This is an optimization exercise on Yosys and OpenROAD, whose aim is small area and a short achievable clock period, not a production implementation. Only simulation tests tie the RTL to the original design; equivalence was not proved. No activity file was given, so power comes from the tool's default toggle rates.

== exp/garnet ==
// complex_multiplier
module complex_multiplier (
    input  wire        clk,
    input  wire        rst_n,
    input  wire        enable,
    input  wire [31:0] a_real,
    input  wire [31:0] a_imag,
    input  wire [31:0] c_real,
    input  wire [31:0] c_imag,
    output wire [31:0] result_real,
    output wire [31:0] result_imag,
    output wire        valid
);
Settings: LEC_CHECK=0, ABC_AREA=1, CAP_MARGIN=20, CORE_MARGIN=2, CORE_UTILIZATION=40, CTS_BUF_LIST=sky130_fd_sc_hd__clkbuf_8, SETUP_SLACK_MARGIN=5, SLEW_MARGIN=20; clock period 9.0 ns.
run.sh (not shown) runs the stock make flow with config.mk's settings and CLKGATE_MAP_FILE= SYNTH_SCRIPT=/design/flow/synth_recipe.tcl, a recipe that flattens the netlist after the stock synthesis.
The inputs of exp/indigo differ from those of exp/garnet as listed below.
- CTS_BUF_LIST now sky130_fd_sc_hd__clkbuf_4, was sky130_fd_sc_hd__clkbuf_8
[summary]
- exp/indigo reached the end of the flow, and the finished layout is clean on the timing, DRC and antenna checks.
- Comparing exp/indigo with exp/garnet, the gate count of the mapped netlist came out essentially unchanged.
- exp/garnet → exp/indigo: share of the core filled with cells in the final layout -0.20 points; routed length per placed instance -1.1%.
Changes in exp/harbor relative to exp/indigo:
- a change of CTS_BUF_LIST from sky130_fd_sc_hd__clkbuf_4 to sky130_fd_sc_hd__clkbuf_16
- an added CTS_CLUSTER_SIZE of 30
- an added CTS_CLUSTER_DIAMETER of 120
Notes after the runs:
exp/harbor finished every step from synthesis to the final layout, and the layout passed the timing, DRC and antenna checks.
Max buffer depth of the longest clock path across exp/harbor and exp/indigo: exp/indigo
exp/harbor ended with less number of diodes added for antenna fixing than exp/indigo.
Of exp/harbor and exp/indigo, the higher met2 demand-to-capacity share in global routing belongs to exp/indigo.
exp/harbor: setup slack of the critical path after layout is 0.043 ns higher than what exp/indigo reported.
exp/harbor: fraction of the cycle the final worst path needs 0.48 points below exp/indigo
Edits applied to the flow inputs when going from exp/harbor to exp/fjord:
- swapping 40 for 50 in CORE_UTILIZATION
- swapping sky130_fd_sc_hd__clkbuf_16 for sky130_fd_sc_hd__clkbuf_8 in CTS_BUF_LIST
- clearing CTS_CLUSTER_DIAMETER, which used to be 120
- clearing CTS_CLUSTER_SIZE, which used to be 30
==> comparison <==
exp/fjord: PASS, flow complete, no timing, DRC or antenna violations. exp/fjord vs exp/harbor: wire length of the first global-routing pass up by a little under 10%. Measured against each other, exp/fjord and exp/harbor differ in depth of the CTS H-tree, the higher figure coming from exp/fjord. In the route summary, exp/fjord ends up with a via count exceeding that of exp/harbor. Looking only at worst hold-check slack, and setting everything else aside, the higher value of exp/fjord and exp/harbor goes to exp/fjord. In exp/fjord the power share of the combinational group turned out 3.7 points lower than in exp/harbor. Against exp/harbor, exp/fjord comes in 0.47 points lower on sequential share of layout area. In the metrics for exp/fjord and exp/harbor, the one carrying the lower total of fill cells in the finished design is exp/fjord.

---

complex_multiplier again, from the RTL that the note above started with.
Settings: LEC_CHECK=0, ABC_AREA=1, CAP_MARGIN=20, CORE_MARGIN=2, CORE_UTILIZATION=40, SETUP_SLACK_MARGIN=5, SLEW_MARGIN=20; clock period 9.0 ns.
Edit:
- CTS_BUF_LIST: default -> sky130_fd_sc_hd__clkbuf_16
- CTS_CLUSTER_DIAMETER: default -> 100
- CTS_CLUSTER_SIZE: default -> 24
Worst setup slack gains 21 ps.
Cell area is lower by about 2.2%.
Core utilization is lower by 0.96 points.
Routed wire length is lower by about 0.7%.
Via count is lower by 0.86%.
Hold slack loses 4.4 ps.
Total power is lower by about 4.6%.
Die area stays the same.
Edit:
- CORE_UTILIZATION: 40 -> 35
Result:
- The new run ran to the end with no violations
- global-route usage falls by 3.1 points
- non-clock buffer count grows by 6
- synthesized area is unchanged
- maximum frequency barely changes
- utilization came out lower by 5.2 points
- clock-buffer cell count falls by 5
- design area went up by 0.37%
- total power stays flat
- first-iteration DRC count went down by about 0.43%
- setup slack gets worse by 6.8 ps
- sequential power is about the same
Edit:
- CORE_UTILIZATION: 35 -> 40
- CTS_BUF_LIST: sky130_fd_sc_hd__clkbuf_16 -> sky130_fd_sc_hd__clkbuf_8
- CTS_CLUSTER_DIAMETER: 100 -> default
- CTS_CLUSTER_SIZE: 24 -> default
- TNS_END_PERCENT: default -> 30
Effect: First-iteration DRC count fell by about 4.3%; core utilization goes up by 6.0 points; worst setup slack loses 83 ps.

==> static timing again, ports no longer ideal <==
In the flow no input, the clock included, has a driving cell. The finished layouts below were timed again as built, in two steps. Step 1, drivers: a clkbuf_16 drives clk and a buf_2 each remaining input, both assumed. Step 2 adds t to the input delays and takes it off the output delays; t is the mean of the earliest and latest rising clock arrival at the registers after step 1. Input paths then give back, and output paths get back, about the clock's delay inside the block. Slacks: no drivers / after step 1 / after step 2; pairs: no drivers / after step 1.
run | t (ns) | setup slack, ns | worst setup path at the end | worst data-port slew with drivers (ns)
exp/garnet | 1.088 | 5.051 / 5.051 / 5.051 | register to register | 0.10
exp/indigo | 1.453 | 5.023 / 5.023 / 5.023 | register to register | 0.10
exp/harbor | 0.885 | 5.066 / 5.066 / 5.066 | register to register | 0.10
exp/fjord | 1.135 | 5.010 / 5.010 / 5.010 | register to register | 0.05
the first run of note 2 | 0.926 | 5.049 / 5.049 / 5.049 | register to register | 0.10
the second run of note 2 | 0.884 | 5.070 / 5.070 / 5.070 | register to register | 0.10
the third run of note 2 | 0.852 | 5.063 / 5.063 / 5.063 | register to register | 0.11
the fourth run of note 2 | 1.088 | 4.980 / 4.980 / 4.980 | register to register | 0.10
After both steps setup and hold are still met in every run listed.
